From an optimization exercise on the open Yosys and OpenROAD flow, aimed at small area and a short achievable clock period; shortcuts taken in it are not production practice. In this exercise RTL edits were held to simulation tests only and were not proved equivalent to the original. Power figures rest on the tool's default switching activity, not on a simulated workload.

// queue
module queue(clk,rst,datain,rw,dataout,full,empty);
  input clk,rst,rw;
  input [7:0] datain;
  output reg full, empty;
  output reg [7:0] dataout;
  reg wb;                    
  reg [15:0] nwcol;          
  reg [7:0] nwrow;           
  reg [15:0] nwce, nwco;     
  reg rb;
  reg [15:0] rcol;           
  reg [7:0] rrow;            
  reg [15:0] ecol;           
  reg [7:0] erow;            
  reg nfull, nempty;         
  reg [7:0] ndout;           
  wire push = rw & nfull;
  wire pop  = ~rw & nempty;
  wire [15:0] wcol = ~nwcol;
  wire [7:0] wrow = ~nwrow;
  wire [15:0] wcol_n = {wcol[14:0], wcol[15]};
  wire [7:0] wrow_n = wcol[15] ? {wrow[6:0], wrow[7]} : wrow;
  wire [15:0] rcol_n = {rcol[14:0], rcol[15]};
  wire [7:0] rrow_n = rcol[15] ? {rrow[6:0], rrow[7]} : rrow;
  wire same_cr    = (|(rcol & wcol)) & (|(rrow & wrow));
  wire r_next_cr  = (|(rcol_n & wcol)) & (|(rrow_n & wrow));   
  wire w_next_cr  = (|(wcol_n & rcol)) & (|(wrow_n & rrow));   
  wire last_out = rb ? (~wb & r_next_cr) : (wb & same_cr);
  wire last_in  = wb ? (~rb & w_next_cr) : (rb & same_cr);
  wire wb_nx = push ? ~wb : wb;
  wire [15:0] wcol_nx = (push & wb) ? wcol_n : wcol;
  wire full_nx = push ? last_in : (pop ? 1'b0 : ~nfull);
  wire [15:0] nwcol_e = nwce;
  wire [15:0] nwcol_o = nwco;
  reg [7:0] mem_e [0:127];
  reg [7:0] mem_o [0:127];
  genvar i, r;
  generate
    for (i = 0; i < 128; i = i + 1) begin : g_mem
      always @(posedge clk) begin
        if (~(nwrow[i/16] | nwcol_e[i%16]))
  ...
make LEC_CHECK=0 CAP_MARGIN=20 CORE_MARGIN=2 CORE_UTILIZATION=66 CTS_CLUSTER_DIAMETER=100 CTS_CLUSTER_SIZE=24 SETUP_SLACK_MARGIN=3.7 SLEW_MARGIN=20 finish   # period 6.0 ns
run.sh (not shown) runs the stock make flow with config.mk's settings and CLKGATE_MAP_FILE= SYNTH_SCRIPT=/design/flow/synth_recipe.tcl, a recipe that flattens the netlist after the stock synthesis.
The first run ran to the end with no violations.
Change:
--- a/flow/config.mk
+++ b/flow/config.mk
@@ -10 +10 @@
-export CORE_UTILIZATION = 66
+export CORE_UTILIZATION = 55
What happened:
- via count came out lower by 1.1%
- critical path depth does not change
- worst hold slack is better by 0.030 ns
- register-to-register slack stays flat
- synthesized area stays the same
- non-clock buffer count came out higher by 15
- wire length came out higher by 2.5%
- total power is about the same
- first-iteration DRC count came out lower by 14%
- global-route usage came out lower by 5.8 points
- die area came out higher by about 20%

== v25 ==
The RTL this note starts from:
==> flow/design.v <==
module queue(clk,rst,datain,rw,dataout,full,empty);
  input clk,rst,rw;
  input [7:0] datain;
  output reg full, empty;
  output reg [7:0] dataout;
  reg wb;                    
  reg [15:0] nwcol;          
  reg [7:0] nwrow;           
  reg [15:0] nwce, nwco;     
  reg rb;
  reg [15:0] rcol;           
  reg [7:0] rrow;            
  reg [15:0] ecol;           
  reg [7:0] erow;            
  reg nfull, nempty;         
  reg [7:0] ndout;           
  wire push = rw & nfull;
  wire pop  = ~rw & nempty;
  wire [15:0] wcol = ~nwcol;
  wire [7:0] wrow = ~nwrow;
  wire [15:0] wcol_n = {wcol[14:0], wcol[15]};
  wire [7:0] wrow_n = wcol[15] ? {wrow[6:0], wrow[7]} : wrow;
  wire [15:0] rcol_n = {rcol[14:0], rcol[15]};
  wire [7:0] rrow_n = rcol[15] ? {rrow[6:0], rrow[7]} : rrow;
  wire same_cr    = (|(rcol & wcol)) & (|(rrow & wrow));
  wire r_next_cr  = (|(rcol_n & wcol)) & (|(rrow_n & wrow));   
  wire w_next_cr  = (|(wcol_n & rcol)) & (|(wrow_n & rrow));   
  wire last_out = rb ? (~wb & r_next_cr) : (wb & same_cr);
  wire last_in  = wb ? (~rb & w_next_cr) : (rb & same_cr);
  wire wb_nx = push ? ~wb : wb;
  wire [15:0] wcol_nx = (push & wb) ? wcol_n : wcol;
  wire full_nx = push ? last_in : (pop ? 1'b0 : ~nfull);
  wire [15:0] nwcol_e = nwce;
  wire [15:0] nwcol_o = nwco;
  reg [7:0] mem_e [0:127];
  reg [7:0] mem_o [0:127];
  genvar i, r;
  generate
    for (i = 0; i < 128; i = i + 1) begin : g_mem
      always @(posedge clk) begin
        if (~(nwrow[i/16] | nwcol_e[i%16]))
          mem_e[i] <= datain;
        if (~(nwrow[i/16] | nwcol_o[i%16]))
          mem_o[i] <= datain;
      end
    end
  endgenerate
  wire [15:0] ecol_n = {ecol[14:0], ecol[15]};
  wire [7:0] erow_n = ecol[15] ? {erow[6:0], erow[7]} : erow;
  wire [7:0] rowdata_e [0:7];
  wire [7:0] rowdata_o [0:7];
  generate
    for (r = 0; r < 8; r = r + 1) begin : g_row
      integer c;
      reg [7:0] acc_e, acc_o;
      always @* begin
        acc_e = 8'd0;
        acc_o = 8'd0;
        for (c = 0; c < 16; c = c + 1) begin
          acc_e = acc_e | (mem_e[r*16+c] & {8{ecol[c]}});
          acc_o = acc_o | (mem_o[r*16+c] & {8{rcol[c]}});
        end
      end
      assign rowdata_e[r] = acc_e;
      assign rowdata_o[r] = acc_o;
    end
  endgenerate
  reg [7:0] rdata_e, rdata_o;
  integer k;
  always @* begin
    rdata_e = 8'd0;
    rdata_o = 8'd0;
    for (k = 0; k < 8; k = k + 1) begin
      rdata_e = rdata_e | (rowdata_e[k] & {8{erow[k]}});
      rdata_o = rdata_o | (rowdata_o[k] & {8{rrow[k]}});
    end
  end
  reg [7:0] head_e, head_o;   
  reg [7:0] last_in_byte;     
  reg bypass;                 
  always @(posedge clk) begin
    head_e <= rdata_e;
    head_o <= rdata_o;
    last_in_byte <= datain;
  end
  always @(posedge clk) begin
    if (rst) begin
      wb <= 1'b0;
      nwcol <= ~16'd1;
      nwrow <= ~8'd1;
      nwce <= ~16'd1;
      nwco <= ~16'd0;
      rb <= 1'b0;
      rcol <= 16'd1;
      rrow <= 8'd1;
      ecol <= 16'd1;
      erow <= 8'd1;
      full <= 1'b0;
      empty <= 1'b1;
      nfull <= 1'b1;
      nempty <= 1'b0;
      bypass <= 1'b0;
      ndout <= 8'hff;
      dataout <= 8'd0;
    end else begin
      bypass <= push & ~nempty;
      nwce <= ~(wcol_nx & {16{~wb_nx & ~full_nx}});
      nwco <= ~(wcol_nx & {16{wb_nx & ~full_nx}});
      full <= ~nfull;
      empty <= ~nempty;
      dataout <= ~ndout;
      if (push) begin
        wb <= ~wb;
        if (wb) begin
          nwcol <= ~wcol_n;
          nwrow <= ~wrow_n;
        end
        empty <= 1'b0;
        full <= last_in;
        nempty <= 1'b1;
        nfull <= ~last_in;
      end
      if (pop) begin
        rb <= ~rb;
        if (rb) begin
          rcol <= rcol_n;
          rrow <= rrow_n;
        end else begin
          ecol <= ecol_n;
          erow <= erow_n;
        end
        full <= 1'b0;
        empty <= last_out;
        nfull <= 1'b1;
        nempty <= ~last_out;
        ndout <= ~(bypass ? last_in_byte : (rb ? head_o : head_e));
        dataout <= bypass ? last_in_byte : (rb ? head_o : head_e);
      end
    end
  end
endmodule
Settings: LEC_CHECK=0, CAP_MARGIN=20, CORE_MARGIN=2, CORE_UTILIZATION=57, CTS_CLUSTER_DIAMETER=100, CTS_CLUSTER_SIZE=24, SETUP_SLACK_MARGIN=3.75, SLEW_MARGIN=20; clock period 6.0 ns.
Here is what was changed in the inputs of v42 compared with v25.
--- a/flow/config.mk
+++ b/flow/config.mk
@@ -9,6 +9,6 @@
 export CORE_MARGIN = 2
-export CORE_UTILIZATION = 57
+export CORE_UTILIZATION = 60
 export CTS_CLUSTER_DIAMETER = 100
 export CTS_CLUSTER_SIZE = 24
-export SETUP_SLACK_MARGIN = 3.75
+export SETUP_SLACK_MARGIN = 3.85
 export SLEW_MARGIN = 20
Findings:
From v25 to v42 the numbers moved as follows: total of fill cells in the finished design went down; clock skew did not really move; final core utilization went up; peak ir drop on the vdd network did not really move; worst setup timing slack at the placement stage went down.
The power after layout of v42 exceeds that of v25 by 0.12 mW.
Storage element area essentially unchanged between v25 and v42.
As far as number of synthesized flops with an enable pin goes, v25 and v42 are indistinguishable; the numbers are identical.
For v6, these inputs were changed with respect to v42:
--- a/flow/config.mk
+++ b/flow/config.mk
@@ -12,3 +12,3 @@
 export CTS_CLUSTER_SIZE = 24
-export SETUP_SLACK_MARGIN = 3.85
+export SETUP_SLACK_MARGIN = 3.6
 export SLEW_MARGIN = 20
v6: full flow OK, the timing, design-rule and antenna checks passed
v42 has higher routed via count than v6.
Summary of v6 over v42: total placed instance area closely matched the old numbers; final clock skew increased by 0.0072 ns relative to the old numbers; fraction of area in registers increased by 3.5 points relative to the old numbers; core utilization decreased by 3.2 points relative to the old numbers.
Here is what was changed in the inputs of v46 compared with v6.
--- a/flow/config.mk
+++ b/flow/config.mk
@@ -12,3 +12,3 @@
 export CTS_CLUSTER_SIZE = 24
-export SETUP_SLACK_MARGIN = 3.6
+export SETUP_SLACK_MARGIN = 3.75
 export SLEW_MARGIN = 20
[summary]
v46 reached the end of the flow, and the finished layout is clean on the timing, design-rule and antenna checks. Summary of the comparison: final-layout non-clock buffer area share is higher in v46, relative to v6. [diff] total power after layout, v46 relative to v6: regression. Of v46 and v6, the run reporting the lower half-perimeter wire length after placement was v6. Going from v6 to v46, final area grows by about 1.2%. Compared to v6, v46 has clock skew 0.0075 ns higher. v46 vs v6: count of clock-buffer cells in the layout up by more than 10%. For post-CTS setup buffer count, dividing the value from v6 by the value from v46 gives 0.46. Core utilization sits higher in v46 than in v6.

[what the ideal ports hide]
No port has a modelled driver above. Below, the same layouts with a new extraction and two added sets of constraints.
Step 1 (the two cells are an assumption about what drives the block):
set clk [get_ports {clk}]
set_driving_cell -lib_cell sky130_fd_sc_hd__clkbuf_16 $clk
set_driving_cell -lib_cell sky130_fd_sc_hd__buf_2 [delete_from_list [all_inputs] $clk]
Step 2 times the ports against the registers' clock, not the clock port: input delays grow and output delays shrink by t, the midpoint of the rising clock arrivals with the driver on.
Slacks: ideal / step 1 / step 2; pairs: ideal / step 1.
run | t (ns) | slack for setup (ns) | hold slack, ns
the first run of note 1 | 0.804 | 3.500 / 3.426 / 2.890 | 0.494 / 0.494 / 0.494
the second run of note 1 | 0.835 | 3.472 / 3.387 / 2.938 | 0.523 / 0.523 / 0.523
v25 | 0.833 | 3.508 / 3.418 / 2.975 | 0.481 / 0.481 / 0.481
v42 | 0.832 | 3.474 / 3.391 / 3.089 | 0.466 / 0.466 / 0.466
v6 | 0.831 | 3.511 / 3.427 / 3.013 | 0.540 / 0.540 / 0.540
v46 | 0.818 | 3.541 / 3.460 / 2.999 | 0.509 / 0.509 / 0.509
After both steps every run listed still meets setup and hold. For the first run of note 1, which loses most, drivers alone change the setup slack by -0.074 ns; drivers and shift together by -0.610 ns.
